Source: an optimization exercise on an open RTL-to-GDS flow (aim: small area, a short achievable clock period and few clock cycles per item). Production flows keep margins and buffers that such runs may drop.
Function was checked by simulation only, so behaviour that the tests miss may differ from the original.

Design Det, start of the top module:
module Det (clock, reset, go, readAddress, writeAddress,
            WE, readbus, writebus, overflow, finished);
Settings: LEC_CHECK=0, CAP_MARGIN=20, CORE_MARGIN=2, CORE_UTILIZATION=40, SLEW_MARGIN=20, SYNTH_HIERARCHICAL=1; clock period 15.0 ns.
standard.sh (not shown) runs the stock make flow with config.mk's settings and CLKGATE_MAP_FILE= SYNTH_SCRIPT=/design/flow/synth_recipe.tcl, a recipe that flattens the netlist after the stock synthesis.
==> flow/flow/run.sh <==
#!/bin/bash
# Standard ORFS layout, with repair_timing aiming for extra setup slack
# (the clock period and constraints are the design's own).
set -euo pipefail
export SETUP_SLACK_MARGIN=${FLOW_SETUP_MARGIN:-10}
bash standard.sh > standard.log 2>&1
Testbench counts at the start, summed over its fixed seeds: cycles 5,128, dets 320.
Then changed:
--- a/flow/flow/run.sh
+++ b/flow/flow/run.sh
@@ -5 +5 @@
-export SETUP_SLACK_MARGIN=${FLOW_SETUP_MARGIN:-10}
+export SETUP_SLACK_MARGIN=${FLOW_SETUP_MARGIN:-8.5}
Result: The new run finished clean; register-to-register slack gets worse by 0.18 ns; wire length came out lower by 7.7%; count of clock-buffer cells in the layout is unchanged; final area came out lower by 10%; global-route usage came out lower by 3.2 points; sequential share of layout area came out higher by 1.4 points; setup slack gets worse by 0.18 ns.
Then changed:
==> flow/run.sh (new file) <==
#!/bin/bash
# synth_recipe.tcl (not shown) runs the flow's synth.tcl, then flattens the netlist and writes it again
# the make line also repeats each setting of config.mk as NAME=value (left out here)
make -C /OpenROAD-flow-scripts/flow DESIGN_CONFIG=/design/flow/config.mk WORK_HOME=/design/flow/orfs CLKGATE_MAP_FILE= SYNTH_SCRIPT=/design/flow/synth_recipe.tcl finish
--- a/flow/config.mk
+++ b/flow/config.mk
@@ -7,0 +8 @@
+export ABC_CLOCK_PERIOD_IN_PS = 5000
removed: flow/flow/run.sh
removed: flow/standard.sh
What happened: Critical path depth falls by 1; worst setup slack loses 0.63 ns; first-iteration DRC count falls by 14%; count of clock-buffer cells in the layout is unchanged; register-to-register slack loses 0.63 ns; utilization falls by 1.7 points.

---

JK:
Another version of the RTL of Det (not shown whole).
Size in the first run: ~180 flip-flops, ~84 I/O pins, about 24000 µm² of cells after synthesis.
clock: 15.0 ns
lec_check: 0
cap_margin: 20
core_margin: 2
core_utilization: 40
slew_margin: 20
synth_hierarchical: 1
==> flow/flow/run.sh <==
#!/bin/bash
# Standard ORFS layout, with repair_timing aiming for extra setup slack
# (the clock period and constraints are the design's own).
set -euo pipefail
export SETUP_SLACK_MARGIN=${FLOW_SETUP_MARGIN:-10}
bash standard.sh > standard.log 2>&1
JK completed end to end with timing, DRC and antenna clean.
Testbench counts of JK, summed over its fixed seeds: cycles 5,128, dets 320.
Modified inputs, MS compared to JK
# JK
export LEC_CHECK = 0
export CAP_MARGIN = 20
export CORE_MARGIN = 2
export CORE_UTILIZATION = 40
export SLEW_MARGIN = 20
export SYNTH_HIERARCHICAL = 1
create_clock -name core_clock -period 15.0 [get_ports {clock}]
# MS
export LEC_CHECK = 0
export ABC_AREA = 1
export CAP_MARGIN = 20
export CORE_MARGIN = 2
export CORE_UTILIZATION = 40
export SLEW_MARGIN = 20
export SYNTH_HIERARCHICAL = 1
create_clock -name core_clock -period 15.0 [get_ports {clock}]
--- a/flow/flow/run.sh
+++ b/flow/flow/run.sh
@@ -5 +5 @@
-export SETUP_SLACK_MARGIN=${FLOW_SETUP_MARGIN:-10}
+export SETUP_SLACK_MARGIN=${FLOW_SETUP_MARGIN:-9}
Notes after the runs:
- Die size: MS is under JK
- Where minimum setup slack in the final design is concerned, JK is better than MS.
- MS packs its core more loosely than JK.
- Relative to JK, final design area excluding fillers has decreased by about 5.4% in MS.
- | final-layout worst hold slack | MS vs JK | 0.020 ns lower |
- Sort JK and MS by routed wire length, descending, and MS comes first.
- The run showing the smaller last weighted congestion value of the routability-driven placer is JK.
- Netlist area before placement for MS is lower than for JK.
- MS ends up with a number of global-route vias before repair that is 1042 higher than in JK.

---

Starting RTL as in the previous note.
export LEC_CHECK = 0
export CAP_MARGIN = 20
export CORE_MARGIN = 2
export CORE_UTILIZATION = 40
export SLEW_MARGIN = 20
export SYNTH_HIERARCHICAL = 1
create_clock -name core_clock -period 15.0 [get_ports {clock}]
==> flow/flow/run.sh <==
#!/bin/bash
# Standard ORFS layout, with repair_timing aiming for extra setup slack
# (the clock period and constraints are the design's own).
set -euo pipefail
export SETUP_SLACK_MARGIN=${FLOW_SETUP_MARGIN:-9}
bash standard.sh > standard.log 2>&1
The starting point completed with no timing, DRC or antenna violations.
Testbench counts at the start, summed over its fixed seeds: cycles 5,128, dets 320.
Edit:
==> flow/flow/run.sh (replaced) <==
#!/bin/bash
# Standard ORFS layout, with repair_timing aiming for extra setup slack
# (the clock period and constraints are the design's own), the smallest
# buffer on each port, and ABC sizing cells for a 1 fF output load.
set -euo pipefail
export SETUP_SLACK_MARGIN=${FLOW_SETUP_MARGIN:-9}
export BUFFER_PORTS_ARGS="-buffer_cell sky130_fd_sc_hd__buf_1"
bash standard.sh ABC_LOAD_IN_FF=1 finish > standard.log 2>&1
- CORE_UTILIZATION: 40 -> 65
=> Global-route usage went up by 14 points. Setup slack is worse by 0.055 ns. Non-clock buffer count went up by 10. Routed wire length went down by 4.6%. Design area went down by 4.7%. Final cell count went down by 9.7%.
Edit:
==> flow/flow/run.sh (replaced) <==
#!/bin/bash
# Standard ORFS layout, with repair_timing aiming for extra setup slack
# (the clock period and constraints are the design's own) and the smallest
# buffer on each port.
set -euo pipefail
export SETUP_SLACK_MARGIN=${FLOW_SETUP_MARGIN:-9}
export BUFFER_PORTS_ARGS="-buffer_cell sky130_fd_sc_hd__buf_1"
bash standard.sh > standard.log 2>&1
Register-to-register slack improved by 0.09 ns.
Clock skew stays flat.
Wire length goes up by 1.7%.
Cell area grows by 1.5%.
Setup slack improves by 0.090 ns.
Die area is higher by 1.7%.
Via count barely changes.

[static timing again, ports no longer ideal]
In the flow no input, the clock included, has a driving cell. The finished layouts below were timed again as built, in two steps.
Step 1, drivers: a clkbuf_16 drives clock and a buf_2 each remaining input, both assumed.
Step 2, shift: input delay + t, output delay - t, t = (earliest + latest rising clock arrival at the registers) / 2. This alone moves slack from input paths to output paths.
Three values: ideal, step 1, step 2; two values: the first two.
run	shift t [ns]	setup slack, ns	worst setup path at the end	slew at the worst register clock pin (ns)
the first run of note 1	0.550	8.748 / 8.748 / 8.748	register to register	0.10 / 0.10
the second run of note 1	0.508	8.565 / 8.565 / 8.565	register to register	0.08 / 0.08
the third run of note 1	0.506	7.935 / 7.935 / 7.935	register to register	0.09 / 0.09
JK	0.544	9.499 / 9.499 / 9.449	input to register	0.08 / 0.08
MS	0.552	9.025 / 9.025 / 8.556	input to register	0.09 / 0.09
the first run of note 3	0.544	9.144 / 9.144 / 8.722	input to register	0.09 / 0.09
the second run of note 3	0.516	9.089 / 9.089 / 8.615	input to register	0.09 / 0.09
the third run of note 3	0.524	9.180 / 9.180 / 8.867	input to register	0.08 / 0.08
After both steps every run listed still meets setup and hold. For the second run of note 3, which loses most, drivers alone change the setup slack by 0.000 ns; drivers and shift together by -0.474 ns.
